Source: an optimization exercise on an open RTL-to-GDS flow (aim: small area). Production flows keep margins and buffers that such runs may drop. Only simulation tests tie the RTL to the original design; equivalence was not proved. Power figures rest on the tool's default switching activity, not on a simulated workload.

==> flow/config.mk <==
export PLATFORM = sky130hd
export DESIGN_NAME = mycpu_top
export DESIGN_NICKNAME = mycpu_top
export VERILOG_FILES = /design/flow/design.v
export SDC_FILE = /design/flow/constraint.sdc
export NUM_CORES = 4
export LEC_CHECK = 0
export CAP_MARGIN = 20
export CORE_MARGIN = 2
export CORE_UTILIZATION = 40
export PLACE_DENSITY = 0.48
export SLEW_MARGIN = 20
==> flow/constraint.sdc <==
create_clock -name core_clock -period 20.0 [get_ports {clk}]
set_input_delay 4.0000 -clock core_clock [delete_from_list [all_inputs] [get_ports {clk}]]
set_output_delay 4.0000 -clock core_clock [all_outputs]
set_load 0.01 [all_outputs]
==> flow/design.v <==
module alu(
	input      [31:0] A,
	input      [31:0] B,
	input      [ 3:0] ALUop,
	output            Overflow,
	output            CarryOut,
	output reg [31:0] Result
);
wire        sub  = (ALUop == 4'd3) | (ALUop == 4'd4);
wire [31:0] Bx   = B ^ {32{sub}};
wire [32:0] sum  = {1'b0, A} + {1'b0, Bx} + {32'd0, sub};
wire        s33  = A[31] ^ Bx[31] ^ sum[32];    
assign Overflow = s33 ^ sum[31];
assign CarryOut = ~sum[32];
wire        left = (ALUop == 4'd7);
wire [31:0] Brev;
genvar gi;
generate for (gi = 0; gi < 32; gi = gi + 1) begin : rv
	assign Brev[gi] = B[31-gi];
end endgenerate
wire [31:0] sh_in  = left ? Brev : B;
wire        fill   = (ALUop == 4'd9) & B[31];
wire [63:0] sh_ext = {{32{fill}}, sh_in} >> A[4:0];
wire [31:0] sh_out = sh_ext[31:0];
wire [31:0] sh_rev;
generate for (gi = 0; gi < 32; gi = gi + 1) begin : rv2
	assign sh_rev[gi] = sh_out[31-gi];
end endgenerate
wire        big    = |A[31:5];
always @(*) begin
	case (ALUop)
	4'd0: Result = A & B;
	4'd1: Result = A | B;
	4'd2: Result = sum[31:0];
	4'd3: Result = sum[31:0];
	4'd4: Result = {31'd0, s33};
	4'd5: Result = ~(A | B);
	4'd6: Result = A ^ B;
	4'd7: Result = big ? 32'd0 : sh_rev;
	4'd8: Result = sh_out;
	4'd9: Result = sh_out;
	default: Result = 32'd0;
	endcase
end
endmodule
`timescale 10ns / 1ns
module regfile(
	input         clk,
	input         rst,
	input         wen,
	input  [ 4:0] waddr,
	input  [ 4:0] raddr1,
	input  [ 4:0] raddr2,
	input  [31:0] wdata,
	output [31:0] rdata1,
	output [31:0] rdata2
);
reg  [32*32-1:32] rf;
genvar i;
generate for (i = 1; i < 32; i = i + 1) begin : regs
	always @(posedge clk)
		if (wen && waddr == i)
			rf[32*i +: 32] <= wdata;
end endgenerate
reg [31:0] o1, o2;
integer k;
always @(*) begin
	o1 = 32'd0;
	o2 = 32'd0;
	for (k = 1; k < 32; k = k + 1) begin
		o1 = o1 | ({32{raddr1 == k}} & rf[32*k +: 32]);
		o2 = o2 | ({32{raddr2 == k}} & rf[32*k +: 32]);
	end
end
assign rdata1 = o1;
assign rdata2 = o2;
endmodule
module mymul(
	input             CLK,
	input             st0,
	input             st1,
	input             st2,
	input      [32:0] A,
	input      [32:0] B,
	output     [39:0] P
);
reg  [33:0] H;       
wire [ 9:0] c = st0 ? {2'b0, B[7:0]} :
                st1 ? {2'b0, B[15:8]} :
                st2 ? {2'b0, B[23:16]} :
                      {B[32], B[32:24]};
wire [33:0] hin = st0 ? 34'd0 : H;
wire [34:0] Ax = {A[32], A[32], A};      
wire [10:0] cx = {c, 1'b0};
reg  [41:0] rows [0:5];
integer i, j;
always @(*) begin
	for (i = 0; i < 6; i = i + 1) rows[i] = 42'd0;
	for (i = 0; i < 5; i = i + 1) begin : bth
		reg one, two, neg;
		reg [34:0] pp;
		one = cx[2*i+1] ^ cx[2*i];
		two = (cx[2*i+2] & ~cx[2*i+1] & ~cx[2*i]) | (~cx[2*i+2] & cx[2*i+1] & cx[2*i]);
		neg = cx[2*i+2];
		for (j = 0; j < 35; j = j + 1)
			pp[j] = ((one & Ax[j]) | (two & (j == 0 ? 1'b0 : Ax[j-1]))) ^ neg;
		rows[i] = rows[i] | ({7'd0, ~pp[34], pp[33:0]} << (2*i));
		if (i < 4) begin
			rows[i+1][2*i] = neg;
			rows[i][2*i+35] = 1'b1;
		end
		else
			rows[5][2*i] = neg;
	end
	rows[5][33] = 1'b1;
end
wire [41:0] hterm = {8'd0, ~hin[33], hin[32:0]};
function [83:0] csa;    
	input [41:0] a, b, d;
	begin
		csa[41:0]  = a ^ b ^ d;
		csa[83:42] = {(a[40:0] & b[40:0]) | (a[40:0] & d[40:0]) | (b[40:0] & d[40:0]), 1'b0};
	end
endfunction
wire [83:0] s1 = csa(rows[0], rows[1], rows[2]);
wire [83:0] s2 = csa(s1[41:0], s1[83:42], rows[3]);
wire [83:0] s3 = csa(s2[41:0], s2[83:42], rows[4]);
wire [83:0] s4 = csa(s3[41:0], s3[83:42], rows[5]);
wire [83:0] s5 = csa(s4[41:0], s4[83:42], hterm);
wire [41:0] t  = s5[41:0] + s5[83:42];
always @(posedge CLK) begin
	if (st0 | st1 | st2)
		H <= t[41:8];
end
assign P = t[39:0];
endmodule
module mydiv(
	input             aclk,
	input             aresetn,
	input      [39:0] s_axis_divisor_tdata,
	output            s_axis_divisor_tready,
	input             s_axis_divisor_tvalid,
	input      [39:0] s_axis_dividend_tdata,
	output            s_axis_dividend_tready,
	input             s_axis_dividend_tvalid,
	output     [79:0] m_axis_dout_tdata,
	output reg        m_axis_dout_tvalid
);
reg        busy;
reg [ 4:0] cnt;
reg [31:0] q;       
reg [31:0] r;       
reg [31:0] d;       
reg        q_neg;
reg        r_neg;
function [31:0] cneg;
	input [31:0] x;
	input        s;
	integer i;
	reg c;
	begin
		c = 1'b0;
		for (i = 0; i < 32; i = i + 1) begin
			cneg[i] = x[i] ^ (s & c);
			c = c | x[i];
		end
	end
endfunction
wire        start   = s_axis_divisor_tvalid & s_axis_dividend_tvalid & ~busy;
wire [31:0] a_mag   = cneg(s_axis_dividend_tdata[31:0], s_axis_dividend_tdata[39]);
wire [31:0] b_mag   = cneg(s_axis_divisor_tdata[31:0],  s_axis_divisor_tdata[39]);
wire [32:0] r_sh    = {r, q[31]};
wire [33:0] trial   = {1'b0, r_sh} - {2'b0, d};
wire        take    = ~trial[33];
wire [31:0] r_next  = take ? trial[31:0] : r_sh[31:0];
wire [31:0] q_next  = {q[30:0], take};
assign s_axis_divisor_tready  = ~busy;
assign s_axis_dividend_tready = ~busy;
assign m_axis_dout_tdata = {8'd0, cneg(q, q_neg), 8'd0, cneg(r, r_neg)};
always @(posedge aclk) begin
	if (~aresetn) begin
		busy               <= 1'b0;
		m_axis_dout_tvalid <= 1'b0;
	end
	else begin
		m_axis_dout_tvalid <= busy & (cnt == 5'd31);
		if (start)
			busy <= 1'b1;
		else if (cnt == 5'd31)
			busy <= 1'b0;
	end
end
always @(posedge aclk) begin
	if (start) begin
		cnt   <= 5'd0;
		q     <= a_mag;
		r     <= 32'd0;
		d     <= b_mag;
		q_neg <= s_axis_dividend_tdata[39] ^ s_axis_divisor_tdata[39];
		r_neg <= s_axis_dividend_tdata[39];
	end
	else if (busy) begin
		q   <= q_next;
		r   <= r_next;
		cnt <= cnt + 5'd1;
	end
end
endmodule
`timescale 10 ns / 1 ns
module mycpu_top(
	input  resetn,
	input  clk,
	input  [5:0] int_n_i,
	output  [31:0] debug_wb_pc,
	output  [ 3:0] debug_wb_rf_wen,
	output  [ 4:0] debug_wb_rf_wnum,
	output  [31:0] debug_wb_rf_wdata,
	output inst_sram_en,
	output [ 3:0] inst_sram_wen,
	output [31:0] inst_sram_addr,
	output [31:0] inst_sram_wdata,
	input  [31:0] inst_sram_rdata,
	output data_sram_en,
	output [ 3:0] data_sram_wen,
	output [31:0] data_sram_addr,
	output [31:0] data_sram_wdata,
	input  [31:0] data_sram_rdata
);
reg  		cp0_status_IM7;
reg  		cp0_status_IM6;
reg  		cp0_status_IM5;
reg  		cp0_status_IM4;
reg 		cp0_status_IM3;
reg  		cp0_status_IM2;
reg  		cp0_status_IM1;
reg  		cp0_status_IM0;
reg  		cp0_status_EXL;
reg  		cp0_status_IE ;
reg 		cp0_cause_BD;
reg 		cp0_cause_TI;
reg 		cp0_cause_IP7;
reg 		cp0_cause_IP6;
reg 		cp0_cause_IP5;
reg 		cp0_cause_IP4;
reg 		cp0_cause_IP3;
reg 		cp0_cause_IP2;
reg 		cp0_cause_IP1;
reg 		cp0_cause_IP0;
reg [ 4:0]	cp0_cause_ExcCode;
wire [ 5:0]  hw_int_i;
wire Need_int; 
reg  Need_int2;
wire ex_valid;
wire INT;
wire count_cmp_eq;
wire timer_int;
wire [5:0] int_pending;
wire  [31:0] cp0_status;
wire  [31:0] cp0_cause;
wire fetch_error;
wire   Maintain_inst;
reg  [31:0]  LO;
reg  [31:0]  HI;
wire [31:0]  LO_true;
wire [31:0]  HI_true;
wire 		 cp0_wen;
wire [ 4:0] cp0_waddr;
wire [31:0] cp0_rdata;
wire [31:0] cp0_epc_true;
reg  [31:0] cp0_Badvaddr;
reg  [31:0] cp0_count;
reg  [31:0] cp0_compare;
reg  [31:0] cp0_epc;
wire [39:0] mul_result;   
reg         mul_st0, mul_st1, mul_st2, mul_st3;
wire [32:0] mul_a;
wire [32:0] mul_b;
wire [39:0] s_axis_divisor_tdata;
wire        s_axis_divisor_tready;
reg         s_axis_divisor_tvalid;
wire [39:0] s_axis_dividend_tdata;
wire        s_axis_dividend_tready;
reg         s_axis_dividend_tvalid;
wire [79:0] m_axis_dout_tdata;
wire        m_axis_dout_tvalid;
wire [31:0]  rdata1;   
wire [31:0]  rdata2;   
wire [31:0]  rdata1_true;
wire [31:0]  rdata2_true;
wire [31:0]  wdata;    
wire [ 4:0]  waddr;    
wire [31:0]  data1;        
wire [31:0]  data2;        
wire [ 3:0]  alu_control;  
wire [31:0]  alu_result1;  
wire [31:0]  alu_result2;  
wire         carryout;     
wire         overflow;     
wire         zero;         
wire [31:0]  J_address;      
reg  [31:0]  PC;
wire [31:0]  PC_next;
wire [31:0]  shift_imm_left_2;   
wire [31:0]  extension_zero;     
wire [27:0]  shift_left_2;       
wire [31:0]  sign_extension;     
wire [31:0]  zero_extension;     
wire         PC_write;            
wire [5:0]   op;
wire [5:0]   func;
wire [4:0]   rs;
wire [4:0]   rt;
wire [4:0]   rd;
wire [4:0]   sa;               
wire         rst;              
reg          rst2;
reg          rst3;
reg          rst4;
reg          rst5;
wire [31:0]  Instruction;      
wire [31:0]  Address;          
wire [31:0]  Write_data;       
wire [31:0]  Read_data;        
wire         Mem_en;
wire         Mem_wen;
wire [ 2:0]  load_type;
wire [ 2:0]  store_type;
wire [31:0] exe_pc;
wire [31:0] mem_pc;
wire [31:0] wb_pc;
wire ADD;
wire ADDI;
wire ADDIU;
wire ADDU;
wire AND;
wire ANDI;
wire BEQ;
wire BGEZ;
wire BGEZAL;
wire BGTZ;
wire BLEZ;
wire BLTZ;
wire BLTZAL;
wire BNE;
wire BREAK;
wire DIV;
wire DIVU;
wire ERET;
wire J;
wire JAL;
wire JALR;
wire JR;
wire LB;
wire LBU;
wire LH;
wire LHU;
wire LUI;
wire LW;
wire LWL;
wire LWR;
wire MFC0;
wire MFHI;
wire MFLO;
wire MTC0;
wire MTHI;
wire MTLO;
wire MULT;
wire MULTU;
wire NOR;
wire OR;
wire ORI;
wire SB;
wire SH;
wire SLL;
wire SLLV;
wire SLT;
wire SLTI;
wire SLTIU;
wire SLTU;
wire SRA;
wire SRAV;
wire SRL;
wire SRLV;
wire SUB;
wire SUBU;
wire SW;
wire SWL;
wire SWR;
wire SYSCALL;
wire XOR;
wire XORI;
wire Branch; 
wire         RegWrite;
wire         wb_RegWrite;
wire [ 2:0]  ALUSrcB;    
wire [ 2:0]  PCSrc;
wire [ 1:0]  RegDst;
wire [ 2:0]  MemtoReg;
wire [31:0]  offset;
wire [ 1:0]  ALUSrcA;
wire         ALUSrcB2;    
wire        valid_in; 
reg         pipe1_valid;
reg [ 96:0] pipe1_data;
wire        pipe1_allowin;
wire        pipe1_ready_go;
wire        pipe1_to_pipe2_valid;
reg         pipe2_valid;
reg [206:0] pipe2_data;
wire        pipe2_allowin;
wire        pipe2_ready_go;
wire        pipe2_to_pipe3_valid;
reg         pipe3_valid;
reg [232:0] pipe3_data; 
wire        pipe3_allowin;
wire        pipe3_ready_go;
wire        pipe3_to_pipe4_valid;
reg         pipe4_valid;
reg [152:0] pipe4_data;
wire        pipe4_allowin;
wire        pipe4_ready_go;
assign cp0_wen 		= ~pipe2_data[202] & ~(rst4 & ex_valid) & ~(rst5 & pipe3_data[232]) & MTC0;
assign cp0_waddr 	= rd;
assign op           = pipe1_data[ 31: 26];             
assign rs           = pipe1_data[ 25: 21];             
assign rt           = pipe1_data[ 20: 16];             
assign rd           = pipe1_data[ 15: 11];             
assign sa           = pipe1_data[ 10:  6];             
assign func         = pipe1_data[  5:  0];             
assign J_address        = {PC[31:28],shift_left_2};
assign shift_left_2     = {pipe1_data[25: 0],2'b00};
assign sign_extension   = {{16{pipe1_data[15]}},pipe1_data[15: 0]};
assign shift_imm_left_2 = sign_extension<<2;
assign zero_extension   = {{16{1'b0}},pipe1_data[15: 0]};
assign extension_zero   = {pipe1_data[15: 0],16'd0};
assign wb_RegWrite      = (pipe4_valid)?pipe4_data[82:82]:0;
assign ADD     = (op==6'b000000) & (sa==5'b00000) & (func==6'b100000);
assign ADDI    = (op==6'b001000);
assign ADDIU   = (op==6'b001001);
assign ADDU    = (op==6'b000000) & (sa==5'b00000) & (func==6'b100001);
assign AND     = (op==6'b000000) & (sa==5'b00000) & (func==6'b100100);
assign ANDI    = (op==6'b001100);
assign BEQ     = (op==6'b000100);
assign BGEZ    = (op==6'b000001) & (rt==5'b00001);
assign BGEZAL  = (op==6'b000001) & (rt==5'b10001);
assign BGTZ    = (op==6'b000111) & (rt==5'b00000);
assign BLEZ    = (op==6'b000110) & (rt==5'b00000);
assign BLTZ    = (op==6'b000001) & (rt==5'b00000);
assign BLTZAL  = (op==6'b000001) & (rt==5'b10000);
assign BNE     = (op==6'b000101);
assign BREAK   = (op==6'b000000) & (func==6'b001101);
assign DIV     = (op==6'b000000) & (rd==5'b00000) & (sa==5'b00000) & (func==6'b011010);
assign DIVU    = (op==6'b000000) & (rd==5'b00000) & (sa==5'b00000) & (func==6'b011011);
assign ERET    = ({op,rs,rt,rd,sa,func} == 32'b010000_1000_0000_0000_0000_0000_011000);
assign J       = (op==6'b000010);
assign JAL     = (op==6'b000011);
assign JALR    = (op==6'b000000) & (rt==5'b00000) & (sa==5'b00000) & (func==6'b001001);
assign JR      = (op==6'b000000) & ({rt,rd,sa}==15'b000000000000000) & (func==6'b001000); 
assign LB      = (op==6'b100000);
assign LBU     = (op==6'b100100);
assign LH      = (op==6'b100001);
assign LHU     = (op==6'b100101);
assign LUI     = (op==6'b001111) & (rs==5'b00000);
assign LW      = (op==6'b100011);
assign LWL     = (op==6'b100010);
assign LWR     = (op==6'b100110);
assign MFC0    = (op==6'b010000) & (rs==5'b00000) & (sa==5'b00000) & (func[5:3]==3'b000);
assign MFHI    = (op==6'b000000) & ({rs,rt,sa}==15'b000000000000000) & (func==6'b010000);
assign MFLO    = (op==6'b000000) & ({rs,rt,sa}==15'b000000000000000) & (func==6'b010010);
assign MTC0    = (op==6'b010000) & (rs==5'b00100) & (sa==5'b00000) & (func[5:3]==3'b000);
assign MTHI    = (op==6'b000000) & ({rt,rd,sa} == 15'b000000000000000) & (func==6'b010001);
assign MTLO    = (op==6'b000000) & ({rt,rd,sa} == 15'b000000000000000) & (func==6'b010011);
assign MULT    = (op==6'b000000) & (rd==5'b00000) & (sa==5'b00000) & (func==6'b011000);
assign MULTU   = (op==6'b000000) & (rd==5'b00000) & (sa==5'b00000) & (func==6'b011001);
assign NOR     = (op==6'b000000) & (sa==5'b00000) & (func==6'b100111);
assign OR      = (op==6'b000000) & (sa==5'b00000) & (func==6'b100101);
assign ORI     = (op==6'b001101);
assign SB      = (op==6'b101000);
assign SH      = (op==6'b101001);
assign SLL     = (op==6'b000000) & (rs==5'b00000) & (func==6'b000000);
assign SLLV    = (op==6'b000000) & (sa==5'b00000) & (func==6'b000100);
assign SLT     = (op==6'b000000) & (sa==5'b00000) & (func==6'b101010);
assign SLTI    = (op==6'b001010);
assign SLTIU   = (op==6'b001011);
assign SLTU    = (op==6'b000000) & (sa==5'b00000) & (func==6'b101011);
assign SRA     = (op==6'b000000) & (rs==5'b00000) & (func==6'b000011);
assign SRAV    = (op==6'b000000) & (sa==5'b00000) & (func==6'b000111);
assign SRL     = (op==6'b000000) & (rs==5'b00000) & (func==6'b000010);
assign SRLV    = (op==6'b000000) & (sa==5'b00000) & (func==6'b000110); 
assign SUB     = (op==6'b000000) & (sa==5'b00000) & (func==6'b100010);
assign SUBU    = (op==6'b000000) & (sa==5'b00000) & (func==6'b100011);
assign SW      = (op==6'b101011);
assign SWL     = (op==6'b101010);
assign SWR     = (op==6'b101110);
assign SYSCALL = (op==6'b000000) & (func==6'b001100);
assign XOR     = (op==6'b000000) & (sa==5'b00000) & (func==6'b100110);
assign XORI    = (op==6'b001110);
assign Maintain_inst = ~(ADD | ADDI | ADDIU | ADDU | AND | ANDI | BEQ | BGEZ | BGEZAL |
						BGTZ | BLEZ | BLTZ | BLTZAL | BNE | BREAK | DIV | DIVU | ERET |
						J | JAL | JALR | JR | LB | LBU | LH | LHU | LUI | LW | LWL | LWR |
						MFC0 | MFHI | MFLO | MTC0 | MTHI | MTLO | MULT | MULTU | NOR | OR |
						ORI | SB | SH | SLL | SLLV | SLT | SLTI | SLTIU | SLTU | SRA | SRAV |
						SRL | SRLV | SUB | SUBU | SW | SWL | SWR | SYSCALL | XOR |XORI);
assign Branch  = (BEQ | BNE | BGEZ | BGTZ | BLEZ | BLTZ | BGEZAL | BLTZAL | J | JAL | JR | JALR);
always@(posedge clk) begin
    if(rst==1) begin
      	PC <= 32'hbfc00000;
    end
    else if (pipe1_allowin==1) begin
      	PC <= PC_next;
    end
    end
assign fetch_error = (PC[1:0] != 2'b00)?1:0;
assign ALUSrcA[1] = (MFHI || MFLO)?1:0;
assign ALUSrcA[0] = (SLL||SRA||SRL||MFLO) ? 1:0;
wire fw1_2 = MFHI ? pipe2_data[4] : MFLO ? pipe2_data[3] :
             (pipe2_valid && (pipe2_data[16:12] == pipe1_data[25:21]) && pipe2_data[17] == 1'b1 && (pipe2_data[11:9] != 3'b1));
wire fw1_3 = MFHI ? pipe3_data[7] : MFLO ? pipe3_data[6] :
             (pipe3_valid && (pipe3_data[20:16] == pipe1_data[25:21]) && pipe3_data[21] == 1'b1 && (pipe3_data[15:13] != 3'b1));
wire fw1_4 = MFHI ? pipe4_data[74] : MFLO ? pipe4_data[73] :
             (pipe4_valid && (pipe4_data[87:83] == pipe1_data[25:21]) && pipe4_data[82] == 1'b1 && (pipe4_data[81:79] != 3'b1));
wire [31:0] base1 = MFHI ? (mul_st3 ? mul_result[39:8] : HI) :
                    MFLO ? (mul_st3 ? {mul_result[7:0], LO[23:0]} : LO) : rdata1;
assign rdata1_true = fw1_2 ? wdata : fw1_3 ? pipe3_data[215:184] : fw1_4 ? pipe4_data[119:88] : base1;
assign HI_true = rdata1_true;
assign LO_true = rdata1_true;
assign data1  = (ALUSrcA == 2'b0)? {32{~MTC0}} & rdata1_true:
				(ALUSrcA == 2'b1)? sa:
				(ALUSrcA == 2'b10 && m_axis_dout_tvalid)?m_axis_dout_tdata[31:0]:
				(ALUSrcA == 2'b10 && (m_axis_dout_tvalid == 0))?HI_true:
				(ALUSrcA == 2'b11 && m_axis_dout_tvalid)?m_axis_dout_tdata[71:40]:
                (ALUSrcA == 2'b11 && (m_axis_dout_tvalid == 0))?LO_true:0;
assign ALUSrcB[2] = (MFHI || MFLO || MTHI || MTLO|| MFC0)?1:0;
assign ALUSrcB[1] = (LUI || ORI || XORI || ANDI)?1:0;
assign ALUSrcB[0] = (SW||LW||ADDIU||SLTI||SLTIU||LUI||ADDI||LB || LBU || LH || LHU|| LWL || LWR || SB || SH || SWL || SWR|| MFC0)?1:0;
wire fw2_2 = MFC0 ? cp0_fw2 :
             (pipe2_valid && (pipe2_data[16:12] == pipe1_data[20:16]) && pipe2_data[17] == 1'b1 && (pipe2_data[11:9] != 3'b1));
wire fw2_3 = MFC0 ? cp0_fw3 :
             (pipe3_valid && (pipe3_data[20:16] == pipe1_data[20:16]) && pipe3_data[21] == 1'b1 && (pipe3_data[15:13] != 3'b1));
wire fw2_4 = ~MFC0 &
             (pipe4_valid && (pipe4_data[87:83] == pipe1_data[20:16]) && pipe4_data[82] == 1'b1 && (pipe4_data[81:79] != 3'b1));
wire [31:0] base2 = MFC0 ? cp0_raw : rdata2;
assign rdata2_true = fw2_2 ? wdata : fw2_3 ? pipe3_data[215:184] : fw2_4 ? pipe4_data[119:88] : base2;
wire cp0_fwreg = (rd == 5'd12) | (rd == 5'd13) | (rd == 5'd14);
wire cp0_fw2   = cp0_fwreg && pipe2_data[194] && rd == pipe2_data[199:195];
wire cp0_fw3   = cp0_fwreg && pipe3_data[223] && rd == pipe3_data[228:224];
wire [31:0] cp0_raw = ({32{rd == 5'd8}} & cp0_Badvaddr)
					| ({32{rd==5'd9 }} & cp0_count)
					| ({32{rd==5'd11}} & cp0_compare)
					| ({32{rd==5'd12}} & cp0_status)
					| ({32{rd==5'd13}} & cp0_cause)
					| ({32{rd==5'd14}} & cp0_epc);
assign cp0_rdata = rdata2_true;
assign cp0_epc_true = cp0_epc;    
assign data2      =({32{ALUSrcB==3'd0}} & rdata2_true)
		         | ({32{ALUSrcB==3'd1}} & sign_extension)
		         | ({32{ALUSrcB==3'd2}} & zero_extension)		   
		         | ({32{ALUSrcB==3'd3}} & extension_zero)
		         | ({32{ALUSrcB==3'd4}} & 32'b0) 
		         | ({32{ALUSrcB==3'd5}} & cp0_rdata); 
assign ALUSrcB2 =   (
					(BNE && !zero)
					|| (BEQ && zero) 
					|| (BGEZ && ~rdata1_true[31]) 
					|| (BGTZ && ~rdata1_true[31] && (rdata1_true | 32'b0))
					|| (BLEZ && (rdata1_true[31] || rdata1_true == 32'b0))
					|| (BLTZ && rdata1_true[31])
					|| (BLTZAL && rdata1_true[31])
					|| (BGEZAL && ~rdata1_true[31])
					)?1:0;
assign offset   = (ALUSrcB2==0 || (rst5 & pipe3_data[232]) || PC==32'hbfc00000)?4:shift_imm_left_2; 
assign alu_control = ({4{AND||ANDI}} & 4'b0000)
                   | ({4{OR || ORI}} & 4'b0001)
				   | ({4{SW || LW || ADDU || ADDIU ||ADD ||ADDI ||MFHI ||MFLO ||MTHI ||MTLO ||LB || LBU || LH || LHU || LWL || LWR || SB || SH || SWL || SWR||MFC0 ||MTC0}} & 4'b0010)
				   | ({4{SLTIU || SLTU || SUB || SUBU}} & 4'b0011)
				   | ({4{SLT || SLTI}} & 4'b0100)
				   | ({4{NOR}} & 4'b0101)
				   | ({4{XOR || XORI}} & 4'b0110)
				   | ({4{SLL || SLLV}} & 4'b0111)
				   | ({4{SRL || SRLV}} & 4'b1000)
				   | ({4{SRA || SRAV}} & 4'b1001);
assign inst_sram_en    = 1;
assign inst_sram_wen   = 4'b0000;
assign inst_sram_wdata = 32'b0;
assign Mem_en   = (SW || SB || SH || SWL || SWR || LW ||LB || LBU || LH || LHU || LWL || LWR || SB || SH || SWL || SWR)?1:0;
assign Mem_wen  = ( ~pipe2_data[202] & ~(rst4 & ex_valid) & ~(rst5 & pipe3_data[232]) & (SW || SB || SH || SWL || SWR));
assign PCSrc[2] = (ERET)?1:0;
assign PCSrc[1] = (JR || JALR)?1:0;
assign PCSrc[0] = (J || JAL || JALR)?1:0;
assign PC_next  = (PC==32'hbfc00000)?alu_result2:
			   (rst5 & ex_valid)?32'hbfc00380:
			   (rst5 & pipe3_data[232])?alu_result2:
              ({32{PCSrc == 3'd0}} & alu_result2)  
   			| ({32{PCSrc == 3'd1}} & J_address)   
   			| ({32{PCSrc[2:1] == 2'd1}} & rdata1_true)        
   			| ({32{PCSrc == 3'd4}} & cp0_epc_true);  
assign RegWrite  =   ( ~pipe2_data[202] & ~(rst4 & ex_valid) & ~(rst5 & pipe3_data[232]) &
					(LW |LB |LBU |LH |LHU |LWL |LWR | ADDU | SLTU | NOR | XOR | XORI| SRA | SRAV | SRL | 
					SRLV | SLLV | OR | SLT| SLL | AND | ANDI | ADDIU | JAL | LUI | SLL | SUB | SUBU | SLTI | 
					ADDI | SLTIU | ADD | ORI | BLTZAL | BGEZAL | JALR | MFHI | MFLO | MFC0));
assign RegDst[1] = (JAL || BLTZAL || BGEZAL || JALR)?1:0;
assign RegDst[0] = (ADDU || OR || SLT|| SLL || SLLV || SRL || SRLV || SRA || SRAV || ADD || SUB || SUBU || SLTU || 
					AND || NOR || XOR || JALR || MFLO || MFHI)?1:0;
assign waddr=({5{RegDst==2'd0}} & pipe1_data[20:16]) 
           | ({5{RegDst==2'd1}} & pipe1_data[15:11])
		   | ({5{RegDst==2'd2}} & 5'd31)    
		   | ({5{RegDst==2'd3}} & pipe1_data[15:11]);  
assign MemtoReg[2] = (JAL || BLTZAL || BGEZAL || JALR)?1:0;
assign MemtoReg[1] = (SLTIU ||LUI || SLTU)?1:0;
assign MemtoReg[0] = (SLTIU ||LW || SLTU|| LB ||LBU ||LH ||LHU ||LWL ||LWR)?1:0;
assign load_type =  ({3{LW}} & 3'b000)
					| ({3{LB}} & 3'b001) | ({3{LBU}} & 3'b010) 
					| ({3{LH}} & 3'b011) | ({3{LHU}} & 3'b100)
				    | ({3{LWL}} & 3'b101) | ({3{LWR}} & 3'b110)
				    | ({3{~LW & ~LB & ~LBU & ~LH & ~LHU & ~LWL & ~LWR}} & 3'b111);
assign store_type = ({3{SW}} & 3'b000)
					| ({3{SB}} & 3'b001)
					| ({3{SH}} & 3'b010)
					| ({3{SWL}} & 3'b011)
					| ({3{SWR}} & 3'b100)
					| ({3{~SW & ~SB & ~SH & ~SWL & ~SWR}} & 3'b101);
wire Overflow_type;
assign Overflow_type = (ADD | ADDI | SUB);
assign valid_in=1;
assign pipe1_ready_go = !( ~(rst5 & (ex_valid | pipe3_data[232])) & ( pipe2_valid && pipe2_data[11: 9] == 3'b1 && (pipe2_data[16:12] == rs || pipe2_data[16:12] == rt))
						|| ~(rst5 & pipe3_data[232]) & ( pipe3_valid && pipe3_data[15:13] == 3'b1 && (pipe3_data[20:16] == rs || pipe3_data[20:16] == rt))
						||( pipe4_valid && pipe4_data[81:79] == 3'b1 && (pipe4_data[87:83] == rs || pipe4_data[87:83] == rt)) 
						|| ~(rst5 & pipe3_data[232]) & ( pipe2_valid && (pipe2_data[6:5] != 2'b0))
						|| ~(rst5 & pipe4_data[152]) & ( pipe3_valid && (pipe3_data[9:8] != 2'b0))
						||  ( pipe4_valid && (pipe4_data[76:75] != 2'b0))
						||~(rst5 & pipe3_data[232]) & ( rst3  && (pipe2_data[8:7]!=2'b0) && (m_axis_dout_tvalid == 0)));
 assign pipe1_allowin        = !pipe1_valid || pipe1_ready_go && pipe2_allowin;
 assign pipe1_to_pipe2_valid = pipe1_valid && pipe1_ready_go;
 assign Instruction          = inst_sram_rdata;
always @(posedge clk) begin
     if(rst) begin
	     pipe1_valid <= 1'b0;
	 end
	 else if(pipe1_allowin) begin
	     pipe1_valid <= valid_in;
	 end
	 if(valid_in && pipe1_allowin) begin
	     pipe1_data[95:64] <= PC;
		 pipe1_data[31: 0] <= Instruction;
	 end
end 
wire [31:0] de_pc;
assign de_pc = pipe1_data[95:64];
 assign pipe2_ready_go       = pipe2_valid;
 assign pipe2_allowin        = !pipe2_valid || (pipe2_ready_go && pipe3_allowin);
 assign pipe2_to_pipe3_valid = pipe2_valid && pipe2_ready_go;
 wire exe_overflow_type;
 assign exe_overflow_type = pipe2_data[205];
 always @(posedge clk) begin
     if(rst) begin
	     pipe2_valid <= 1'b0;
	   end
	 else if(pipe2_allowin) begin
	     pipe2_valid<=pipe1_to_pipe2_valid;
	   end
	 if(rst) begin
	     pipe2_data[206:194] <= 13'd0;
	     pipe2_data[193:191] <= 3'b101;
	     pipe2_data[190:188] <= 3'b111;
	     pipe2_data[187:184] <= 4'd0;
	     pipe2_data[119:88] <= 32'd0;
	     pipe2_data[19:0] <= 20'd0;
	 end
	 else if(pipe1_to_pipe2_valid && pipe2_allowin) begin
	 	 pipe2_data[206]     <= (pipe1_data[65:64] != 2'b00); 
	     pipe2_data[205]     <= Overflow_type;
	 	 pipe2_data[204]     <= Maintain_inst;
	 	 pipe2_data[203]     <= BREAK;
	 	 pipe2_data[202]     <= ERET;
	 	 pipe2_data[201]     <= SYSCALL;
	     pipe2_data[200]     <= Branch;
	 	 pipe2_data[199:195] <= cp0_waddr;
	 	 pipe2_data[194] 	 <= cp0_wen;
	     pipe2_data[193:191] <= store_type;
	 	 pipe2_data[190:188] <= load_type; 
	 	 pipe2_data[187:184] <= 4'b0; 
	     pipe2_data[183:152] <= rdata2_true;             
	     pipe2_data[151:120] <= pipe1_data[95:64];  
		 pipe2_data[ 87: 56] <= data1;              
		 pipe2_data[ 55: 24] <= data2;               
		 pipe2_data[ 23: 20] <= alu_control;
		 pipe2_data[ 19]     <= Mem_en ;
		 pipe2_data[ 18]     <= Mem_wen ;    
		 pipe2_data[ 17]     <= RegWrite; 
		 pipe2_data[ 16: 12] <= waddr;
		 pipe2_data[ 11:  9] <= MemtoReg;
		 pipe2_data[  8:  5] <= {DIV, DIVU, MULT, MULTU} & {4{~(rst4 & ex_valid)}} & {4{~(rst5 & pipe3_data[232])}};
		 pipe2_data[  4:  3] <= {MTHI, MTLO} & {2{~(rst4 & ex_valid)}}  & {2{~(rst5 & pipe3_data[232])}};
		 pipe2_data[  2:  1] <= 2'b0; 
		 pipe2_data[0]       <= 1'b0;
	 end 
 end
wire   debug_Memwen;
wire   debug_RegWrite;
wire   debug_mem_syscall;
wire   debug_mem_eret;
assign debug_Memwen = pipe2_data[18];
assign debug_RegWrite = pipe2_data[17];
assign debug_mem_syscall = pipe3_data[229];
assign debug_mem_eret     = pipe3_data[230];
assign exe_pc = pipe2_data[151:120];
assign wdata=({32{pipe2_data[11: 9]==3'd0}} & alu_result1) 
		   | ({32{pipe2_data[11: 9]==3'd2}} & pipe2_data[55:24])
		   | ({32{pipe2_data[11: 9]==3'd3}} & carryout) 
		   | ({32{pipe2_data[11: 9]==3'd4}} & (pipe2_data[151:120] + 32'd8)); 
assign Address       =  alu_result1;
wire [ 1:0] st_rot  = (pipe2_data[193:191] == 3'd0) ? 2'd0 :
                      (pipe2_data[193:191] == 3'd3) ? alu_result1[1:0] + 2'd1 :
                      alu_result1[1:0];
wire [31:0] st_rot1 = st_rot[0] ? {pipe2_data[175:152], pipe2_data[183:176]} : pipe2_data[183:152];
assign Write_data   = st_rot[1] ? {st_rot1[15:0], st_rot1[31:16]} : st_rot1;
assign data_sram_en  =  pipe2_data[19] & ~ex_valid;
wire [3:0] SB_wen;
wire [3:0] SH_wen;
wire [3:0] SWL_wen;
wire [3:0] SWR_wen;
assign SB_wen        =  (alu_result1[1:0] == 2'b00)?4'b0001:
						(alu_result1[1:0] == 2'b01)?4'b0010:
						(alu_result1[1:0] == 2'b10)?4'b0100:
						(alu_result1[1:0] == 2'b11)?4'b1000:
						4'b0000;
assign SH_wen        =  (alu_result1[1:0] == 2'b00)?4'b0011:
						(alu_result1[1:0] == 2'b10)?4'b1100:
						4'b0000;
assign SWL_wen       =  (alu_result1[1:0] == 2'b00)?4'b0001:
						(alu_result1[1:0] == 2'b01)?4'b0011:
						(alu_result1[1:0] == 2'b10)?4'b0111:
						(alu_result1[1:0] == 2'b11)?4'b1111:
						4'b0000;
assign SWR_wen       =  (alu_result1[1:0] == 2'b00)?4'b1111:
						(alu_result1[1:0] == 2'b01)?4'b1110:
						(alu_result1[1:0] == 2'b10)?4'b1100:
						(alu_result1[1:0] == 2'b11)?4'b1000:
						4'b0000;
assign data_sram_wen =  (ex_valid)?4'b0000:
						(pipe2_data[18] == 1'b1 && pipe2_data[193:191] == 3'b000)?4'b1111:
						(pipe2_data[18] == 1'b1 && pipe2_data[193:191] == 3'b001)?SB_wen:
						(pipe2_data[18] == 1'b1 && pipe2_data[193:191] == 3'b010)?SH_wen:
						(pipe2_data[18] == 1'b1 && pipe2_data[193:191] == 3'b011)?SWL_wen:
						(pipe2_data[18] == 1'b1 && pipe2_data[193:191] == 3'b100)?SWR_wen:
						4'b0000;
assign cp0_status = {9'd0, 1'd1, 6'd0, cp0_status_IM7, cp0_status_IM6, cp0_status_IM5,
					cp0_status_IM4, cp0_status_IM3, cp0_status_IM2, cp0_status_IM1,
					cp0_status_IM0, 6'd0, cp0_status_EXL, cp0_status_IE};
assign cp0_cause  = {cp0_cause_BD, cp0_cause_TI, 14'd0, cp0_cause_IP7, cp0_cause_IP6,
					cp0_cause_IP5, cp0_cause_IP4, cp0_cause_IP3, cp0_cause_IP2,
					cp0_cause_IP1, cp0_cause_IP0, 1'b0, cp0_cause_ExcCode, 2'd0};
assign count_cmp_eq = cp0_compare == cp0_count;
assign timer_int    = cp0_cause_TI; 
assign hw_int_i     = ~int_n_i;
assign int_pending[5]   = hw_int_i[5] | timer_int;
assign int_pending[4:0] = hw_int_i[4:0]; 
reg count_add_en;
always @(posedge clk)
	count_add_en <= (rst || rst3 & (pipe2_data[194] && pipe2_data[199:195] == 5'd9))?1'b0 : ~count_add_en;
assign INT =   ((cp0_cause_IP7 & cp0_status_IM7) |
				(cp0_cause_IP6 & cp0_status_IM6) |
				(cp0_cause_IP5 & cp0_status_IM5) |
				(cp0_cause_IP4 & cp0_status_IM4) |
				(cp0_cause_IP3 & cp0_status_IM3) |
				(cp0_cause_IP2 & cp0_status_IM2) |
				(cp0_cause_IP1 & cp0_status_IM1) |
				(cp0_cause_IP0 & cp0_status_IM0)) & cp0_status_IE & ~cp0_status_EXL;
assign ex_valid = 	~cp0_status_EXL &
					(INT | pipe2_data[201] | pipe2_data[203] | pipe2_data[204] |  
					(pipe2_data[205] & overflow) |  
					((pipe2_data[190:188] == 3'd3) & (alu_result1[0] != 1'b0)) | 
					((pipe2_data[190:188] == 3'd4) & (alu_result1[0] != 1'b0)) | 
					((pipe2_data[190:188] == 3'd0) & (alu_result1[1:0] != 2'b00)) |  
					((pipe2_data[193:191] == 3'd2) & (alu_result1[0] != 1'd0)) | 
					((pipe2_data[193:191] == 3'd0) & (alu_result1[1:0] != 2'b00))  | 
					pipe2_data[206]  
					); 
always @(posedge clk) begin
	if (rst) begin
		cp0_Badvaddr <= 32'd0;
	end
	else if (~cp0_status_EXL & pipe2_data[206]) begin 
		cp0_Badvaddr <= pipe2_data[151:120];
	end
	else if (~cp0_status_EXL & (
		((pipe2_data[190:188] == 3'd3) & (alu_result1[0] != 1'b0)) | 
		((pipe2_data[190:188] == 3'd4) & (alu_result1[0] != 1'b0)) | 
		((pipe2_data[190:188] == 3'd0) & (alu_result1[1:0] != 2'b00)) |  
		((pipe2_data[193:191] == 3'd2) & (alu_result1[0] != 1'd0)) | 
		((pipe2_data[193:191] == 3'd0) & (alu_result1[1:0] != 2'b00))   
		))begin
		cp0_Badvaddr <= alu_result1;
	end
end
always @(posedge clk) begin
	if (rst) begin
		cp0_count <= 32'd0;
	end
	else if (pipe2_data[194] && pipe2_data[199:195] == 5'd9) begin
		cp0_count <= alu_result1;
	end
	else if (count_add_en) begin
		cp0_count <= cp0_count + 1'b1;
	end
end
always @(posedge clk) begin
	if (rst) begin
		cp0_compare <= 32'h0;
	end
	else if (pipe2_data[194] && pipe2_data[199:195] == 5'd11) begin
		cp0_compare <= alu_result1;
	end
end
always @(posedge clk) begin
	if (rst) begin
		cp0_status_IM7 <= 1'b0;
		cp0_status_IM6 <= 1'b0;
		cp0_status_IM5 <= 1'b0;
		cp0_status_IM4 <= 1'b0;
		cp0_status_IM3 <= 1'b0;
		cp0_status_IM2 <= 1'b0;
		cp0_status_IM1 <= 1'b0;
		cp0_status_IM0 <= 1'b0;
		cp0_status_EXL <= 1'b0;
		cp0_status_IE  <= 1'b0;		
	end
	else begin
		if (ex_valid ) begin
			cp0_status_EXL <= 1'b1; 
		end
		else if (pipe2_data[202]) begin 
			cp0_status_EXL <= 1'b0;
		end
		else if (pipe2_data[194] && pipe2_data[199:195] == 5'd12) begin
			cp0_status_EXL <= alu_result1[1];
		end
		if (pipe2_data[194] && pipe2_data[199:195] == 5'd12) begin
			cp0_status_IM7 <= alu_result1[15];
			cp0_status_IM6 <= alu_result1[14];
			cp0_status_IM5 <= alu_result1[13];
			cp0_status_IM4 <= alu_result1[12];
			cp0_status_IM3 <= alu_result1[11];
			cp0_status_IM2 <= alu_result1[10];
			cp0_status_IM1 <= alu_result1[9];
			cp0_status_IM0 <= alu_result1[8];
			cp0_status_IE  <= alu_result1[0];
		end
	end
end
wire ExcCode;
assign ExcCode  = (INT)?5'h0:
				  (pipe2_data[204])?5'ha: 
				  (pipe2_data[201])?5'h8: 
				  (pipe2_data[203])?5'h9: 
				  cp0_cause_ExcCode;
always @(posedge clk) begin
	if (rst) begin
		cp0_cause_TI <= 1'b0;
	end
	else if (pipe2_data[194] && pipe2_data[199:195] == 5'd11) begin 
		cp0_cause_TI <= 1'b0;
	end
	else if (count_cmp_eq) begin
		cp0_cause_TI <= 1'b1;
	end
	if (rst) begin
		cp0_cause_BD      <= 1'b0; 
 		cp0_cause_IP7     <= 1'b0;
 		cp0_cause_IP6     <= 1'b0;
 		cp0_cause_IP5     <= 1'b0;
 		cp0_cause_IP4     <= 1'b0;
 		cp0_cause_IP3     <= 1'b0;
 		cp0_cause_IP2     <= 1'b0;
 		cp0_cause_IP1     <= 1'b0;
 		cp0_cause_IP0     <= 1'b0;
 		cp0_cause_ExcCode <= 5'h1f;
	end
	else begin
		if (ex_valid) begin
			if (INT) begin 
				cp0_cause_ExcCode <= 5'h0;
			end
			else if (pipe2_data[204]) begin
				cp0_cause_ExcCode <= 5'ha; 
			end
			else if (pipe2_data[201]) begin
				cp0_cause_ExcCode <= 5'h8; 
			end
			else if (pipe2_data[205] & overflow) begin
				cp0_cause_ExcCode <= 5'hc; 
			end
			else if (pipe2_data[203]) begin
				cp0_cause_ExcCode <= 5'h9; 
			end
			else if ((pipe2_data[190:188] == 3'd3 & alu_result1[0] != 1'b0) | 
					(pipe2_data[190:188] == 3'd4 & alu_result1[0] != 1'b0) | 
					(pipe2_data[190:188] == 3'd0 & alu_result1[1:0] != 2'd0) |
					pipe2_data[206]) 
			begin
				cp0_cause_ExcCode <= 5'h4; 
			end
			else if ((pipe2_data[193:191] == 3'd2 & alu_result1[0] != 1'd0) | 
					(pipe2_data[193:191] == 3'd0 & alu_result1[1:0] != 2'd0)) begin
				cp0_cause_ExcCode <= 5'h5; 
			end
			if (pipe3_data[229]) begin
				cp0_cause_BD <= 1'b1;
			end
			else if (~pipe3_data[229]) begin
				cp0_cause_BD <= 1'b0;
			end
		end
		if (pipe2_data[194] && pipe2_data[199:195] == 5'd13) begin
			cp0_cause_IP1 <= alu_result1[9];
			cp0_cause_IP0 <= alu_result1[8];
		end
		cp0_cause_IP7 <= int_pending[5];
		cp0_cause_IP6 <= int_pending[4];
		cp0_cause_IP5 <= int_pending[3];
		cp0_cause_IP4 <= int_pending[2];
		cp0_cause_IP3 <= int_pending[1];
		cp0_cause_IP2 <= int_pending[0];
	end
end
assign Need_int = (cp0_cause_ExcCode != 5'h1f)?1:0;
always @(posedge clk) begin
	if (rst) begin
		Need_int2 <= 1'b0;
	end
	else begin
		Need_int2 <= Need_int;
	end
end
always @(posedge clk) begin
	if (rst) begin
		cp0_epc <= 32'd0;
	end
	else if (pipe2_data[194] && pipe2_data[199:195] == 5'd14) begin
		cp0_epc <= alu_result1; 
	end
	else if (pipe3_data[229] && ex_valid ) begin  
		cp0_epc <= pipe3_data[151:120];  
	end
	else if (~pipe3_data[229] && ex_valid ) begin  
		cp0_epc <= pipe2_data[151:120];  
	end
end
 assign pipe3_ready_go       = pipe3_valid;
 assign pipe3_allowin        = !pipe3_valid || (pipe3_ready_go && pipe4_allowin);
 assign pipe3_to_pipe4_valid = pipe3_valid && pipe3_ready_go;
 always @(posedge clk) begin
     if(rst) begin
	     pipe3_valid <= 1'b0;
	   end
	 else if(pipe3_allowin) begin
	     pipe3_valid <= pipe2_to_pipe3_valid;
	   end
	 if(rst) begin
	     pipe3_data[232:216] <= 17'd0;   
	     pipe3_data[55:6] <= 50'd0;
	     pipe3_data[3:0] <= 4'd0;
	 end
	 else if(pipe2_to_pipe3_valid && pipe3_allowin) begin
	 	 pipe3_data[232]     <= ex_valid;
	 	 pipe3_data[231]     <= pipe2_data[202]; 
	 	 pipe3_data[230]     <= pipe2_data[201];      
         pipe3_data[229]     <= pipe2_data[200];      
	 	 pipe3_data[228:224] <= pipe2_data[199:195];  
	 	 pipe3_data[223] 	 <= pipe2_data[194];	  
	 	 pipe3_data[222:220] <= pipe2_data[190:188]; 
	     pipe3_data[219:216] <= pipe2_data[187:184]; 
	 	 pipe3_data[215:184] <= wdata;  
	     pipe3_data[183:152] <= pipe2_data[183:152]; 
	     pipe3_data[151:120] <= pipe2_data[151:120]; 
		 pipe3_data[ 87: 56] <= alu_result1;          
		 pipe3_data[ 55: 24] <= pipe2_data[55:24];   
		 pipe3_data[ 23: 23] <= pipe2_data[19:19];   
		 pipe3_data[ 22: 22] <= pipe2_data[18:18] & ~ex_valid;   
		 pipe3_data[ 21: 21] <= pipe2_data[17:17] & ~ex_valid; 
		 pipe3_data[ 20: 16] <= pipe2_data[16:12];   
		 pipe3_data[ 15: 13] <= {2'b00, pipe2_data[11:9] == 3'd1};   
		 pipe3_data[ 12: 12] <= carryout;
		 pipe3_data[ 11:  8] <= {1'b0, |pipe2_data[8:7], 1'b0, |pipe2_data[6:5]};   
		 pipe3_data[  7:  6] <= pipe2_data[4:3];  
		 pipe3_data[  5:  4] <= alu_result1[1:0];  
		 pipe3_data[  3:  0] <= 4'b0;
	   end
 end
assign mem_pc = pipe3_data[151:120];
wire debug_mem_Mem;
wire debug_mem_RegWrite;
assign debug_mem_Mem = pipe3_data[22];
assign debug_mem_RegWrite = pipe3_data[21];
wire [31: 0] wdata_final;
wire [ 1:0] ld_off  = pipe3_data[5:4];
wire [ 2:0] ld_t    = pipe3_data[222:220];
wire        ld      = (pipe3_data[15:13] == 3'd1) && (ld_t != 3'd7);
wire [ 1:0] ld_rot  = (ld_t == 3'd0) ? 2'd0 : (ld_t == 3'd5) ? ld_off + 2'd1 : ld_off;
wire [31:0] ld_r1   = ld_rot[0] ? {Read_data[7:0], Read_data[31:8]} : Read_data;
wire [31:0] ld_r2   = ld_rot[1] ? {ld_r1[15:0], ld_r1[31:16]} : ld_r1;
wire        ld_sx   = ((ld_t == 3'd1) & ld_r2[7]) | ((ld_t == 3'd3) & ~ld_off[0] & ld_r2[15]);
reg  [ 3:0] ld_mem;    
reg  [ 3:0] ld_rt;     
always @(*) begin
	ld_mem = 4'b0000;
	ld_rt  = 4'b0000;
	case (ld_t)
	3'd0: ld_mem = 4'b1111;
	3'd1, 3'd2: ld_mem = 4'b0001;
	3'd3, 3'd4: ld_mem = ld_off[0] ? 4'b0000 : 4'b0011;
	3'd5: begin   
		ld_mem = ~(4'b0111 >> ld_off);
		ld_rt  =  (4'b0111 >> ld_off);
	end
	3'd6: begin   
		ld_mem =  (4'b1111 >> ld_off);
		ld_rt  = ~(4'b1111 >> ld_off);
	end
	default: ;
	endcase
end
genvar lk;
generate for (lk = 0; lk < 4; lk = lk + 1) begin : ldl
	assign wdata_final[8*lk+7:8*lk] = ~ld        ? pipe3_data[184+8*lk+7:184+8*lk] :
	                                  ld_mem[lk] ? ld_r2[8*lk+7:8*lk] :
	                                  ld_rt[lk]  ? pipe3_data[152+8*lk+7:152+8*lk] :
	                                  {8{ld_sx}};
end endgenerate
 assign pipe4_ready_go=pipe4_valid;
 assign pipe4_allowin=!pipe4_valid || pipe4_ready_go  ;
 always @(posedge clk)
 begin
     if(rst) begin
	     pipe4_valid <= 1'b0;
	   end
	 else if(pipe4_allowin) begin
	     pipe4_valid <= pipe3_to_pipe4_valid;
	   end
	 if(rst) begin
	     pipe4_data[152] <= 1'b0;   
	     pipe4_data[82:0] <= 83'd0;
	 end
	 else if(pipe3_to_pipe4_valid && pipe4_allowin) begin
	 	 pipe4_data[152]     <= pipe3_data[232]; 
	     pipe4_data[151:120] <= pipe3_data[151:120]; 
	     pipe4_data[119: 88] <= wdata_final;               
		 pipe4_data[ 87: 83] <= pipe3_data[ 20: 16]; 
		 pipe4_data[ 82: 82] <= pipe3_data[ 21: 21]; 
		 pipe4_data[ 81: 79] <= pipe3_data[ 15: 13]; 
		 pipe4_data[ 78: 75] <= pipe3_data[ 11:  8];  
		 pipe4_data[ 74: 73] <= pipe3_data[  7:  6];  
	 	 pipe4_data[ 72: 68] <= pipe3_data[228:224];  
	 	 pipe4_data[67]      <= pipe3_data[223];	  
		 pipe4_data[ 66:  0] <= 0;
	   end 
 end 
assign wb_pc = pipe4_data[151:120];
assign rst               = ~resetn;
always@(posedge clk) begin
    rst2 <= resetn;
end
always@(posedge clk) begin
    rst3 <= rst2;
end
always@(posedge clk) begin
    rst4 <= rst3;
end
always@(posedge clk) begin
    rst5 <= rst4;
end
assign inst_sram_addr    = (rst)?PC:
							(pipe1_ready_go==0)?PC:PC_next; 
assign data_sram_addr    = Address;
assign data_sram_wdata   = Write_data;
assign Read_data         = data_sram_rdata;
assign debug_wb_rf_wnum  = pipe4_data[87:83];
assign debug_wb_rf_wdata = pipe4_data[119:88];
assign debug_wb_pc       = pipe4_data[151:120];
assign debug_wb_rf_wen={4{wb_RegWrite}};	
always @(posedge clk) begin
	if (rst) begin
		HI <= 32'b0;		
	end
	else if (pipe4_data[74]) begin
		HI <= pipe4_data[119:88];    
	end
	else if (mul_st3) begin
	    HI <= mul_result[39:8];   
	end
	else if ((pipe4_data[78] || pipe4_data[77]) && m_axis_dout_tvalid) begin
		HI <= m_axis_dout_tdata[31:0];   
	end
end
wire [3:0] lo_mulw = {mul_st3, mul_st2, mul_st1, mul_st0};
wire [3:0] lo_prot = {1'b0, mul_st3, mul_st3 | mul_st2, mul_st3 | mul_st2 | mul_st1};
integer lj;
always @(posedge clk) begin
	for (lj = 0; lj < 4; lj = lj + 1) begin
		if (rst)
			LO[8*lj +: 8] <= 8'b0;
		else if (lo_mulw[lj])
			LO[8*lj +: 8] <= mul_result[7:0];   
		else if (pipe4_data[73] && !lo_prot[lj])
			LO[8*lj +: 8] <= pipe4_data[88+8*lj +: 8];  
		else if ((pipe4_data[78] || pipe4_data[77]) && m_axis_dout_tvalid && !lo_prot[lj])
			LO[8*lj +: 8] <= m_axis_dout_tdata[40+8*lj +: 8];   
	end
end
regfile r(
	.clk(clk),
	.rst(rst),
	.waddr(pipe4_data[87:83]),
	.raddr1(pipe1_data[25:21]),
	.raddr2(pipe1_data[20:16]),
	.wen(wb_RegWrite),
	.wdata(pipe4_data[119:88]),
	.rdata1(rdata1),
	.rdata2(rdata2)
);
alu a1(
	.A(pipe2_data[87:56]),
	.B(pipe2_data[55:24]),
	.ALUop(pipe2_data[23:20]),
	.Overflow(overflow),
	.CarryOut(carryout),
    .Result(alu_result1)
);
assign alu_result2 = PC + offset;
assign zero = (rdata1_true == rdata2_true);
assign mul_a = {pipe2_data[6] & pipe2_data[87], pipe2_data[87:56]};
assign mul_b = {pipe2_data[6] & pipe2_data[55], pipe2_data[55:24]};
always @(posedge clk) begin
	mul_st0 <= ~rst & pipe1_to_pipe2_valid & pipe2_allowin & (MULT | MULTU) & ~(rst4 & ex_valid) & ~(rst5 & pipe3_data[232]);
	mul_st1 <= ~rst & mul_st0;
	mul_st2 <= ~rst & mul_st1;
	mul_st3 <= ~rst & mul_st2;
end
mymul mul1(
     .CLK(clk),
     .st0(mul_st0),
     .st1(mul_st1),
     .st2(mul_st2),
     .A(mul_a),
     .B(mul_b),
     .P(mul_result)
);
wire div_issue;
assign div_issue = (DIV || DIVU) && pipe1_to_pipe2_valid && pipe2_allowin && ~(rst4 & ex_valid) && ~(rst5 & pipe3_data[232]);
always @(posedge clk) begin
	if (rst) begin
		s_axis_divisor_tvalid <= 1'b0;
	end
	else if (div_issue) begin
        s_axis_divisor_tvalid <= 1'b1;
    end
	else if (s_axis_divisor_tready) begin
		s_axis_divisor_tvalid <= 1'b0;
	end
end
always @(posedge clk) begin
	if (rst) begin
		s_axis_dividend_tvalid <= 1'b0;
	end
	else if (div_issue) begin
        s_axis_dividend_tvalid <= 1'b1;
    end
	else if (s_axis_divisor_tready) begin
		s_axis_dividend_tvalid <= 1'b0;
	end
end
assign s_axis_divisor_tdata = ({40{pipe2_data[8]}} & {{8{pipe2_data[55]}},pipe2_data[55:24]}) | ({40{pipe2_data[7]}} & {8'b0,pipe2_data[55:24]});
assign s_axis_dividend_tdata = ({40{pipe2_data[8]}} & {{8{pipe2_data[87]}},pipe2_data[87:56]}) | ({40{pipe2_data[7]}} & {8'b0,pipe2_data[87:56]});
mydiv div1(
     .s_axis_divisor_tdata    (s_axis_divisor_tdata  ),
     .s_axis_divisor_tready   (s_axis_divisor_tready ),
     .s_axis_divisor_tvalid   (s_axis_divisor_tvalid ),
     .s_axis_dividend_tdata   (s_axis_dividend_tdata ),
     .s_axis_dividend_tready  (s_axis_dividend_tready),
     .s_axis_dividend_tvalid  (s_axis_dividend_tvalid),
     .aclk                    (clk                   ),
     .aresetn                 (resetn                ),
     .m_axis_dout_tdata       (m_axis_dout_tdata     ),
     .m_axis_dout_tvalid      (m_axis_dout_tvalid    )
);
endmodule
==> flow/flow/run.sh <==
#!/bin/bash
set -euo pipefail
export CTS_ARGS="-sink_clustering_enable -repair_clock_nets -dont_use_dummy_load -sink_clustering_size 14 -sink_clustering_max_diameter 60 -buf_list sky130_fd_sc_hd__clkbuf_16"
export BUFFER_PORTS_ARGS="-buffer_cell sky130_fd_sc_hd__buf_1"
bash standard.sh > standard.log 2>&1
==> flow/standard.sh <==
#!/bin/bash
# synth_recipe.tcl (not shown) runs the flow's synth.tcl, then flattens the netlist and writes it again
# the make line also repeats each setting of config.mk as NAME=value (left out here)
make -C /OpenROAD-flow-scripts/flow DESIGN_CONFIG=/design/flow/config.mk WORK_HOME=/design/flow/orfs CLKGATE_MAP_FILE= SYNTH_SCRIPT=/design/flow/synth_recipe.tcl "${@:-finish}"
==> results of run 1 <==
-- cell usage in the layout, fill, tap and decap left out, types with 151 or more instances in the layout --
cell type / instances
a211oi_1: 183
a21oi_1: 700
a221oi_1: 151
a22oi_1: 767
and3_1: 303
buf_1: 244
buf_4: 554
clkbuf_16: 200
dfxtp_1: 360
edfxtp_1: 1455
ha_1: 264
inv_1: 374
mux2i_1: 266
nand2_1: 1033
nand3_1: 359
nand4_1: 185
nor2_1: 781
nor3_1: 195
o21ai_0: 473
xnor2_1: 278
-- layer usage --
layer / global-route usage / up-vias / part of all wire
li1: - / 42900 / -
met1: 0.6190 / 54480 / 0.38
met5: 0 / - / 0.00042
met2: 0.6353 / 10080 / 0.39
met4: 0.3248 / 42 / 0.085
met3: 0.1633 / 2369 / 0.15
-- sequential cells by signal, indices dropped and copies added, names as in the netlist, 34 cells and up --
signal and cells:
pipe4_data 76, pipe3_data 120, r.rf 992, pipe2_data 168, mul1.H 34
-- worst max-delay path, delay by kind of cell (launching register included) --
family | cells | cell delay [ps]
buf+inv | 9 | 1410
flops | 1 | 380
mux | 1 | 280
xor+xnor | 2 | 340
simple gates | 11 | 3060
compound gates | 25 | 6170
fa+ha+maj | 7 | 2830
-- cells by family after synthesis --
kind of cell,Yosys count,synth area share
adder cells (fa/ha/maj),398,0.05371
AO/OA/AOI/OAI,3356,0.2081
XOR/XNOR,438,0.03453
AND/OR/NAND/NOR,3562,0.1544
other,2,0.00006761
multiplexers,368,0.03894
buffers and inverters,1370,0.05077
flip-flops,1822,0.4595
-- cell type report --
class | count | area, um2
Timing Repair Buffer | 804 | 5171
Multi-Input combinational cell | 8159 | 55990
Antenna cell | 56 | 140.1
Fill cell | 26450 | 152700
Inverter | 410 | 1549
Clock buffer | 200 | 5005
Sequential cell | 1822 | 51050
Tap cell | 3705 | 4636
-- report_power, final --
part / leakage (nW) / total [mW] / internal (mW) / switching (mW)
logic: 25.6 / 7.68 / 2.37 / 5.31
clock network: 2.46 / 3.28 / 1.74 / 1.55
registers: 16.3 / 4.46 / 4.33 / 0.133
total: 44.3 / 15.4 / 8.43 / 6.99
-- final timing paths --
path                         to  slack [ps]  cells after the start
max          inst_sram_addr[31]         660                     55
min                        rst3         330                      0
max reg2reg              PC[31]        5630                     54
min reg2reg                rst3         330                      0
-- metrics by stage --
step | worst slack (ps) | hold WS (ps)
after CTS | 16.13 | 327.6
after floorplan | 3386 | 309.6
after detailed placement | 1037 | 312.1
final | 655.3 | 326.9
after global placement | 881.5 | 312.1
after global routing | 43.38 | 350.5
-- timing repair --
| action | CTS | global route |
|---|---|---|
| endpoints found under the setup margin | 0 | 10 |
| resized for setup | 0 | 25 |
| setup buffers | 0 | 6 |
==> impl_results.md, run 1 <==
- Clk sinks: 1822
- Slowest cell on crit path: or4_4
- Final instance area: between 100000 and 150000 um2
- Largest net degree at the start of global routing: ~130
- Syn avg cell area: a little under 10 um2
- Vias in the first global route: about 99000
- Ys flop type: edfxtp_1
- WL/cell: ~45 um
- Final critical-path share of the clock period: 0.9672
- CTS clk-pin slew, worst paths: around 60 ps
- Worst Hold Class: register to register
- Synth warn: 6
- ANT nets after route: 0
- Die Ht: about 530 um
- # setup viols final: 0
- GR Util All Layers: 0.4683
- CTS Buf Count: 200
- Share of the yosys chip area belonging to registers: 0.4595
- Max Clk Rate: roughly 52 MHz
- CP Data Arrival Time: about 15000 ps
- HP Start: rst2
- Final hold violation count: 0
- Non-filler instance count after layout: ~15000
- P&R area growth vs syn: 11.21%
- Crit path from: pipe2_data[49]
- Top cell type's share of synthesized area: 0.3933
- Unrepaired setup endpoints after global routing: false
- CP peak stage delay: about 650 ps
- Clock skew: roughly 150 ps
- Clk latency of the worst-skew pair: about 950 ps
- Io pins: between 200 and 300
- Worst flop-to-flop path startpoint: pipe2_data[49]
- Worst Setup End Kind: output port
- Worst Tran Pin Value: roughly 1400 ps
- Asr flop ratio synth: 0
- Core Area: ~280000 um2
- Synthesized instance count: roughly 11000
- Final setup TNS: 0 ps
- Vias: between 100k and 150k
- CP Class: register to output port
- Cell taking the most area after synthesis: edfxtp_1
- DPL Wire Length: between 400000 and 500000 um
- Status: timing/DRC/antenna clean
- First-pass GRT wire length: around 900000 um
- Required time of the critical path: 16000 ps
- CTS Hold Bufs: 0
- Die width: 531.0 um
- IO Port Bufs: between 200 and 250
- Post-placement cell area: approximately 120000 um2
- First-pass iteration count of the detailed router: 12
- Power, Total: around 15 mW
- Peak supply drop: slightly above 0.0003 V
- Slew margin rel.: 0.07487
- CTS Buffer Depth: 4
- Crit-path max FO: 12
- Post-layout util: 0.4472
- Starting density of the core: 0.4021
- Row count: between 150 and 200
- Aggregate global routing overflow: 0
- DP Cell Count: around 15000
- Max Cap Viol: 0
- Via/cell ratio: 7.250
- Crit-path most repeated cell: inv_1
- Layout cells sized above 1: 0.1047
- Die area: roughly 280000 um2
- Number of synthesized flops with an enable pin: 1455
- Nets: around 12000
- Crit path launch type: register
- Seq cells post-synth: roughly 1800
- GP Congestion: 1.072
- Initial antenna violation count: 104
- Post-route minimum period: between 15000 and 20000 ps
- H-tree depth: 4
- Top area cells in the synthesized netlist: edfxtp_1 (39%), dfxtp_1 (6.6%), a22oi_1 (5.2%)
- Leakage power: between 40 and 50 nW
- Synth Cell Area: roughly 110000 um2
- PD cells: ~120 nW/um2
- Root Buffer Master: clkbuf_16
- Residual DRC count: 0
- Most frequent cell after synthesis: edfxtp_1
- CTS tree: built
- Starting DRT DRC Count: around 22000
- Final wirelength: 682400 um
- Library cells used by synthesis: ~110
- Pins Over Slew Limit: 0
- Synth top cells by count: edfxtp_1 (1455), nand2_1 (1033), nor2_1 (887)
==> run 2: changes to the inputs <==
==> flow/run.sh (new file) <==
#!/bin/bash
# synth_recipe.tcl (not shown) runs the flow's synth.tcl, then flattens the netlist and writes it again
# the make line also repeats each setting of config.mk as NAME=value (left out here)
make -C /OpenROAD-flow-scripts/flow DESIGN_CONFIG=/design/flow/config.mk WORK_HOME=/design/flow/orfs CLKGATE_MAP_FILE= SYNTH_SCRIPT=/design/flow/synth_recipe.tcl finish
removed: flow/flow/run.sh
removed: flow/standard.sh
==> run 2 against run 1 <==
Non-clock buffer count grew 7. Synthesized cell count is the same. Global-route usage grew 0.16 points. Sequential power is essentially flat. Die area is the same. Via count grew 0.52%. Worst setup slack lost 220 ps. Utilization grew 1.3 points. Register-to-register slack gained 140 ps. Critical path type unchanged. Largest cell class unchanged. Highest routed layer unchanged.
==> impl_results.md, run 2 <==
- Status: timing/DRC/antenna clean
- Row count: 193 (unchanged)
- Required time of the critical path: 16000 ps (about the same)
- Critical R2R Capture: PC[24]
- Hold worst-path end: rst3
- Layout cells sized above 1: 0.1137 (+0.008957)
- Via/cell ratio: 7.195 (-0.75%)
- Seq cells post-synth: 1822 (unchanged)
- Root Buffer Master: clkbuf_16
- WL/cell: 44.60 um (-0.94%)
- Slowest cell on crit path: a2111oi_0
- Worst flop-to-flop path startpoint: mul_st2
- Worst Tran Pin Value: 1403 ps (+25.01 ps)
- DPL Wire Length: 475300 um (about the same)
- Aggregate global routing overflow: 0 (unchanged)
- Post-route minimum period: 19570 ps (+223.4 ps)
- Synth Cell Area: 111100 um2 (unchanged)
- Slew margin rel.: 0.05802 (-0.01685)
- Leakage power: 45.86 nW (+3.5%)
- Starting DRT DRC Count: 22370 (+0.55%)
- Max Clk Rate: 51.10 MHz (-1.1%)
- Synthesized instance count: 11320 (unchanged)
- Top area cells in the synthesized netlist: edfxtp_1 (39%), dfxtp_1 (6.6%), a22oi_1 (5.2%)
- Most frequent cells in the layout: edfxtp_1 (1455), nand2_1 (1032), nor2_1 (780), a22oi_1 (767), a21oi_1 (699)
- Vias in the first global route: 100100 (+0.99%)
- PD cells: 130.0 nW/um2 (+4.1%)
- CP bufs+invs: 8 (-1)
- First-pass GRT wire length: 903000 um (+0.47%)
- Clk latency of the worst-skew pair: 960 ps (about the same)
- Max Cap Viol: 0 (unchanged)
- Clk sinks: 1822 (unchanged)
- Family with the most delay on the worst path: compound AO/OA/AOI/OAI gates
- CP Class: register to output port
- CTS Buffer Depth: 4 (unchanged)
- Reg with most FFs: r.rf
- Most frequent cell after synthesis: edfxtp_1
- Final hold violation count: 0 (unchanged)
- Library cells used by synthesis: 107 (unchanged)
- Max reg flops: 992 (unchanged)
- Clock skew: 104.9 ps (-47.44 ps)
- P&R area growth vs syn: 14.37%
- Crit path launch type: register
- Largest registers: r.rf (992), pipe2_data (168), pipe3_data (120)
- GR Util All Layers: 0.4699 (+0.001582)
- CTS clk-pin slew, worst paths: 60 ps (about the same)
- # setup viols final: 0 (unchanged)
- HP Start: rst2
- Synth top cells by count: edfxtp_1 (1455), nand2_1 (1033), nor2_1 (887)
- Die Ht: 531.0 um (unchanged)
- Top cell type's share of synthesized area: 0.3933 (unchanged)
- GP Congestion: 1.069 (-0.23%)
- Synth warn: 6 (unchanged)
- CTS Buf Count: 210 (+5.0%)
- Initial antenna violation count: 94 (-9.6%)
- Final critical-path share of the clock period: 0.9784 (+0.01117)
- CP peak stage delay: 930 ps (+280 ps)
- Largest net degree at the start of global routing: 129 (+3.2%)
- Vias: 110500 (+0.52%)
- Syn avg cell area: 9.816 um2 (unchanged)
- Crit-path most repeated cell: a21oi_1
- Crit-path max FO: 21 (+9)
- Most common cell after layout, fill and taps aside: edfxtp_1
- Share of the yosys chip area belonging to registers: 0.4595 (unchanged)
- Worst Setup End Kind: output port
- Pins Over Slew Limit: 0 (unchanged)
- CP Data Arrival Time: 15570 ps (+230 ps)
- Core Area: 276300 um2 (unchanged)
- Final setup TNS: 0 ps (unchanged)
- First-pass iteration count of the detailed router: 9 (-3)
- Io pins: 283 (unchanged)
- Final wirelength: 684600 um (+0.34%)
[run 2: cell types whose count changed in the layout (fill, tap and decap cells not counted), moves of 4 or more]
| cell | change |
|---|---|
| buf_1 | -244 |
| bufinv_16 | +26 |
| clkinvlp_4 | +19 |
| buf_4 | +5 |
| a31oi_2 | -4 |
| clkbuf_16 | +13 |
| clkinv_1 | +33 |
| xnor2_2 | -8 |
| clkinv_2 | +37 |
| clkdlybuf4s50_1 | +244 |
| inv_6 | +6 |
| clkbuf_8 | +8 |
| clkbuf_1 | +33 |
| xnor2_1 | +9 |
[run 2: final cells by class]
type | instances | area [um2]
sequential | 1822 | 51050
timing repair inverter | 1 | 5.005
inverter | 410 | 1553
clock buffer | 254 | 5564
multi-input combinational | 8159 | 55930
clock inverter | 131 | 1455
antenna | 58 | 145.1
fill | 26340 | 149200
timing repair buffer | 811 | 6715
tap | 3705 | 4636
[run 2: cells by family (layout without fill, tap and decap cells)]
| kind of cell | count (synthesis) | after routing | share of synthesized area |
|---|---|---|---|
| and+or+nand+nor | 3562 | 3562 | 0.1544 |
| AOI/OAI and AO/OA | 3356 | 3356 | 0.2081 |
| DFF | 1822 | 1822 | 0.4595 |
| buffers and inverters | 1370 | 1607 | 0.05077 |
| xor gates and xnor gates | 438 | 438 | 0.03453 |
| adders and majority gates | 398 | 398 | 0.05371 |
| muxes | 368 | 368 | 0.03894 |
| other | 2 | 95 | 0.00006761 |
[run 2: layer usage]
layer / global-route usage / wire, um / part of all wire / vias to the layer above
met3: 0.1833 / 101800 / 0.15 / 2381
met5: 0 / 260 / 0.00038 / -
met1: 0.6093 / 256400 / 0.37 / 54790
met2: 0.6387 / 270600 / 0.40 / 10070
met4: 0.3211 / 55630 / 0.081 / 38
li1: - / - / - / 43180
[run 2: stage by stage]
step                      std cells  area, um2  power [mW]  hold slack [ps]  worst slack [ps]
after floorplan               11350     111200       8.420            309.6              3386
after global placement        14900     119600       12.04            312.7             766.6
after detailed placement      14900     119600       11.97            314.7             899.1
after CTS                     15290     126700       16.03            329.6             56.78
after global routing          15310     126900       16.94            338.0             5.489
final                         15350     127000       16.52            329.9             431.9
[run 2: worst max-delay path by stage]
| stage | startpoint | end | slack (ps) | cells past startpoint |
|---|---|---|---|---|
| finish | pipe2_data[33] | inst_sram_addr[31] | 430 | 52 |
| global route | pipe2_data[52] | inst_sram_addr[31] | 5 | 56 |
| floorplan | pipe2_data[49] | inst_sram_addr[30] | 3390 | 56 |
| detailed placement | mul_st2 | inst_sram_addr[31] | 900 | 57 |
| CTS | mul_st2 | inst_sram_addr[31] | 60 | 56 |
| global placement | mul_st2 | inst_sram_addr[30] | 770 | 57 |
[run 2: timing repair]
item,in CTS,in global routing
buffers inserted,0,3
pin swaps,0,2
resized for setup,5,24
cloned,0,1
hold buffers,0,0
setup endpoints to repair,3,11
[run 2: where the power goes]
group | switching (mW) | leakage, nW | internal (mW)
logic | 5.53 | 26.2 | 2.43
registers | 0.134 | 16.3 | 4.33
clock network | 1.76 | 3.40 | 2.32
total | 7.43 | 45.9 | 9.08
